Source: an optimization exercise on an open RTL-to-GDS flow (aim: small area and a short achievable clock period). Production flows keep margins and buffers that such runs may drop.
Function was checked by simulation only, so behaviour that the tests miss may differ from the original.
Power and IR drop assume default switching activity.

==> flow/design.v (excerpt) <==
module topmodule (
	input clk, rst,
	output [31:0] PC_out, RD1, RD2,
	output wire [31:0] Inst,
	output REGWr,
	output [3:0] ALUCnt,
	output [31:0] ALUOutW, ReadDataW,
	input [31:0] InstrF,
	output [31:0] DataAdrM, WriteDataM,
	output MemWriteM,
	input [31:0] ReadDataM);
reg [31:0] pcF;                        
reg [31:0] instD;                      
reg [31:0] rd1E, rd2E, srcbE;          
reg [3:0]  alucE, condE, waE;          
reg [1:0]  flagwE;
reg        regwE, memwE, memtoregE, pcsE, blE;
reg [31:0] aluM, wdataM;               
reg [3:0]  waM;
reg        regwM, memwM, memtoregM, pcsM, blM;
reg [31:0] aluW, rdataW;               
reg        regwW, memtoregW, pcsW;
reg [3:0]  flagr;                      
reg        nzp, cvp;                   
reg        cM, vM;                     
reg [15:0] sel1, sel2;                 
reg [14:0] valid;                      
reg [4:0]  amtD;                       
reg [1:0]  shD;                        
reg        alusrcD;                    
wire [479:0] rf;                       
assign PC_out     = pcF;
assign Inst       = instD;
assign RD1        = rd1E;
assign RD2        = rd2E;
assign ALUCnt     = alucE;
assign DataAdrM   = aluM;
assign WriteDataM = wdataM;
assign MemWriteM  = memwM;
assign ALUOutW    = aluW;
assign ReadDataW  = rdataW;
assign REGWr      = regwW;
wire [31:0] pc4     = {pcF[31:2] + 30'd1, pcF[1:0]};
wire [31:0] resultW = memtoregW ? rdataW : aluW;
wire [31:0] pcnext  = pcsW ? resultW : pc4;
wire [31:0] instF = InstrF;
wire [14:0] wevec;
wire [14:0] vnext = valid | wevec;
wire        strF  = (instF[27:26] == 2'b01) & ~instF[20];
wire [3:0]  ra1F  = instF[19:16];
wire [3:0]  ra2F  = strF ? instF[15:12] : instF[3:0];
wire        bxF   = (instF[27:4] == 24'h12FFF1);
wire        dpF   = (instF[27:26] == 2'b00) & ~bxF;
wire [4:0]  shamtF = dpF ? instF[11:7] : 5'd0;
wire [1:0]  shF    = dpF ? instF[6:5]  : 2'd0;
always @(posedge clk) begin
	pcF     <= rst ? 32'd0 : pcnext;
	instD   <= rst ? 32'd0 : instF;
	sel1    <= rst ? 16'd0 : ((16'd1 << ra1F) & {1'b1, vnext});
	sel2    <= rst ? 16'd0 : ((16'd1 << ra2F) & {1'b1, vnext});
	valid   <= rst ? 15'd0 : vnext;
	shD     <= rst ? 2'd0 : shF;
	amtD    <= rst ? 5'd0 : ((shF == 2'b00) ? (5'd0 - shamtF) : shamtF);
	alusrcD <= ~rst & (dpF ? instF[25] : (instF[27:26] == 2'b01) | (instF[27:26] == 2'b10));
end
  ...
For scale: roughly 860 flip-flops, about 330 I/O pins, ~38,000 um^2 of cells after synthesis.
Settings: LEC_CHECK=0, CAP_MARGIN=25, CORE_MARGIN=2, CORE_UTILIZATION=50, PLACE_DENSITY=0.7, SLEW_MARGIN=25; clock period 10.0 ns.
standard.sh (not shown) runs the stock make flow with config.mk's settings and CLKGATE_MAP_FILE= SYNTH_SCRIPT=/design/flow/synth_recipe.tcl, a recipe that flattens the netlist after the stock synthesis.
==> flow/flow/run.sh <==
#!/bin/bash
set -euo pipefail
cd "$(dirname "$0")/.."
bash standard.sh \
  "BUFFER_PORTS_ARGS=-buffer_cell sky130_fd_sc_hd__buf_1" \
  MATCH_CELL_FOOTPRINT=0 \
  SETUP_SLACK_MARGIN=6.62 \
  "CTS_ARGS=-sink_clustering_enable -repair_clock_nets -dont_use_dummy_load -sink_clustering_size 18 -sink_clustering_max_diameter 60 -buf_list sky130_fd_sc_hd__clkbuf_8" \
  finish > flow_make.log 2>&1
The baseline produced a clean layout.
Rerun with:
==> flow/flow/run.sh (replaced) <==
#!/bin/bash
set -euo pipefail
cd "$(dirname "$0")/.."
bash standard.sh \
  "BUFFER_PORTS_ARGS=-buffer_cell sky130_fd_sc_hd__buf_1" \
  MATCH_CELL_FOOTPRINT=0 \
  SETUP_SLACK_MARGIN=6.4 \
  "CTS_ARGS=-sink_clustering_enable -repair_clock_nets -dont_use_dummy_load -sink_clustering_size 15 -sink_clustering_max_diameter 50 -buf_list sky130_fd_sc_hd__clkbuf_8" \
  finish > flow_make.log 2>&1
- CORE_UTILIZATION: 50 -> 55
- PLACE_DENSITY: 0.7 -> 0.75
What happened:
- The new run went through all stages and came out clean
- die area came out lower by a little under a tenth
- design area came out lower slightly
- final cell count came out lower by a few percent
- core utilization came out higher by 5.1 points
Rerun with:
==> flow/flow/run.sh (replaced) <==
#!/bin/bash
set -euo pipefail
cd "$(dirname "$0")/.."
bash standard.sh \
  "BUFFER_PORTS_ARGS=-buffer_cell sky130_fd_sc_hd__buf_1" \
  MATCH_CELL_FOOTPRINT=0 \
  SETUP_SLACK_MARGIN=6.62 \
  "CTS_ARGS=-sink_clustering_enable -repair_clock_nets -dont_use_dummy_load -sink_clustering_size 18 -sink_clustering_max_diameter 60 -buf_list sky130_fd_sc_hd__clkbuf_8" \
  finish > flow_make.log 2>&1
- CAP_MARGIN: 25 -> 22
- CORE_UTILIZATION: 55 -> 50
- PLACE_DENSITY: 0.75 -> 0.7
- SLEW_MARGIN: 25 -> 22
Global-route usage shrinks by 3.4 points.
Final area is higher slightly.
Setup slack improves by 0.23 ns.
Power went down by a few percent.
Area after synthesis stays the same.
Via count hardly moves.
Worst hold slack improves by 0.029 ns.
Rerun with:
==> flow/flow/run.sh (replaced) <==
#!/bin/bash
set -euo pipefail
cd "$(dirname "$0")/.."
bash standard.sh \
  "BUFFER_PORTS_ARGS=-buffer_cell sky130_fd_sc_hd__buf_1" \
  MATCH_CELL_FOOTPRINT=0 \
  SETUP_SLACK_MARGIN=6.85 \
  "CTS_ARGS=-sink_clustering_enable -repair_clock_nets -dont_use_dummy_load -sink_clustering_size 18 -sink_clustering_max_diameter 60 -buf_list sky130_fd_sc_hd__clkbuf_8" \
  finish > flow_make.log 2>&1
- CAP_MARGIN: 22 -> 25
- SLEW_MARGIN: 22 -> 25
The new run went through all stages and came out clean.
Clock power barely changes.
Power increases by about 2.5%.
Synthesized area stays the same.
Die area does not change.
Cell count increases by about 4.7%.
Rerun with:
==> flow/flow/run.sh (replaced) <==
#!/bin/bash
set -euo pipefail
cd "$(dirname "$0")/.."
bash standard.sh \
  "BUFFER_PORTS_ARGS=-buffer_cell sky130_fd_sc_hd__buf_1" \
  MATCH_CELL_FOOTPRINT=0 \
  SETUP_SLACK_MARGIN=6.4 \
  "CTS_ARGS=-sink_clustering_enable -repair_clock_nets -dont_use_dummy_load -sink_clustering_size 15 -sink_clustering_max_diameter 50 -buf_list sky130_fd_sc_hd__clkbuf_8" \
  finish > flow_make.log 2>&1
What happened: Sequential power barely changes. Non-clock buffer count goes down by 252. Worst setup slack loses 0.19 ns. Cell count goes down by 4.5%.

* * *

== alpha ==
topmodule again, from the RTL that the note above started with.
export LEC_CHECK = 0
export CAP_MARGIN = 25
export CORE_MARGIN = 2
export CORE_UTILIZATION = 50
export PLACE_DENSITY = 0.7
export SLEW_MARGIN = 25
create_clock -name core_clock -period 10.0 [get_ports {clk}]
==> flow/flow/run.sh <==
#!/bin/bash
set -euo pipefail
cd "$(dirname "$0")/.."
bash standard.sh \
  "BUFFER_PORTS_ARGS=-buffer_cell sky130_fd_sc_hd__buf_1" \
  MATCH_CELL_FOOTPRINT=0 \
  SETUP_SLACK_MARGIN=6.66 \
  "CTS_ARGS=-sink_clustering_enable -repair_clock_nets -dont_use_dummy_load -sink_clustering_size 16 -sink_clustering_max_diameter 55 -buf_list sky130_fd_sc_hd__clkbuf_8" \
  finish > flow_make.log 2>&1
In summary, alpha completed successfully, with a layout that passed the timing, design-rule and antenna checks.
### alpha -> beta
==> flow/flow/run.sh <==
#!/bin/bash
set -euo pipefail
cd "$(dirname "$0")/.."
bash standard.sh \
  "BUFFER_PORTS_ARGS=-buffer_cell sky130_fd_sc_hd__buf_1" \
  MATCH_CELL_FOOTPRINT=0 \
  SETUP_SLACK_MARGIN=6.4 \
  "CTS_ARGS=-sink_clustering_enable -repair_clock_nets -dont_use_dummy_load -sink_clustering_size 18 -sink_clustering_max_diameter 60 -buf_list sky130_fd_sc_hd__clkbuf_8" \
  finish > flow_make.log 2>&1
- Diff alpha -> beta | wire length | decrease of about 2.5%
- There was hardly any difference in area of placed instances between alpha and beta.
- beta ends up with a buffer count from post-CTS setup fixing that is 31 lower than in alpha.
- Number of maximum-capacitance constraint violations: alpha vs beta identical
- Changes observed in beta relative to alpha: sum of internal, switching and leakage power lost about 4%, clock latency at the later pin of the worst-skew pair picked up an extra 0.05 ns, register-to-register slack lost 0.22 ns, worst hold-check slack lost 0.012 ns.
- | critical path depth | beta vs alpha | 1 lower |
- Between alpha and beta, the HPWL after detailed placement does not differ in any meaningful way.
Input changes introduced in gamma (baseline for comparison: beta):
--- a/flow/flow/run.sh
+++ b/flow/flow/run.sh
@@ -6,3 +6,3 @@
   MATCH_CELL_FOOTPRINT=0 \
-  SETUP_SLACK_MARGIN=6.4 \
+  SETUP_SLACK_MARGIN=6.62 \
   "CTS_ARGS=-sink_clustering_enable -repair_clock_nets -dont_use_dummy_load -sink_clustering_size 18 -sink_clustering_max_diameter 60 -buf_list sky130_fd_sc_hd__clkbuf_8" \
Notes after the runs:
Compared with beta, in gamma power per unit of standard cell area -2.8 nW/µm², worst-case reg-to-reg path depth +1, last weighted congestion value of the routability-driven placer -0.029, overall routing resource usage -0.29 points. The higher register-to-register slack of gamma and beta is in gamma. In gamma, the area growth from synthesis to layout came out 2.0 points above the value in beta. Capture point of the critical path = srcbE[4]$_DFF_P_: gamma; capture point of the critical path = srcbE[7]$_DFF_P_: beta. Higher hold slack goes to beta over gamma. Delta (gamma minus beta): HPWL after detailed placement fell by about 1.7%, number of buffers added by the clock tree synthesis step -about 3.3%. gamma vs beta, final critical-path setup slack went up by 0.18 ns.
diff inputs: gamma => delta
- PLACE_DENSITY: 0.7 -> 0.75
### Flow results
Worst hold slack after final layout in delta is 0.022 ns above gamma.
Re signed area change from the synthesized netlist to the final layout: gamma was lower than delta.
gamma → delta: cell area after layout +0.31%, routed wire length decreased 2.0 mm, H-tree level count rose 1.
Number of clock buffer instances in the layout grows by more than 10% when moving from gamma to delta.
delta — maximum number of pins on one net before global-route repair 61 higher, gamma as reference
delta ended up with a lower post-cts gate resize count than gamma did.
delta improves on gamma in setup slack.
As far as portion of netlist area occupied by mux cells goes, delta and gamma are indistinguishable; the numbers are identical.

-- what the ideal ports hide --
The results above use ideal ports. As a check the final layouts listed here were re-extracted and re-timed, cells and wires unchanged. Step 1 assumes that a clkbuf_16 drives the clock port and a buf_2 every other input. Step 2 also shifts input and output timing later by t, the mid clock arrival at the registers, as if the neighbouring blocks saw the same clock. Three values: no drivers, after step 1, after step 2; two values: the first two.
| run | shift t [ns] | setup slack, ns | latest minus earliest clock arrival (ns) |
|---|---|---|---|
| the first run of note 1 | 0.791 | 6.582 / 6.540 / 6.001 | 0.094 / 0.093 |
| the second run of note 1 | 0.757 | 6.363 / 6.342 / 5.858 | 0.107 / 0.108 |
| the third run of note 1 | 0.802 | 6.591 / 6.544 / 5.881 | 0.079 / 0.079 |
| the fourth run of note 1 | 0.820 | 6.567 / 6.567 / 6.089 | 0.137 / 0.137 |
| the fifth run of note 1 | 0.774 | 6.377 / 6.345 / 5.853 | 0.112 / 0.112 |
| alpha | 0.767 | 6.623 / 6.577 / 5.967 | 0.118 / 0.118 |
| beta | 0.805 | 6.407 / 6.367 / 5.877 | 0.144 / 0.144 |
| gamma | 0.791 | 6.582 / 6.540 / 6.001 | 0.094 / 0.093 |
| delta | 0.750 | 6.592 / 6.542 / 5.967 | 0.077 / 0.077 |
After both steps every run listed still meets setup and hold. For the third run of note 1, which loses most, drivers alone change the setup slack by -0.047 ns; drivers and shift together by -0.710 ns.
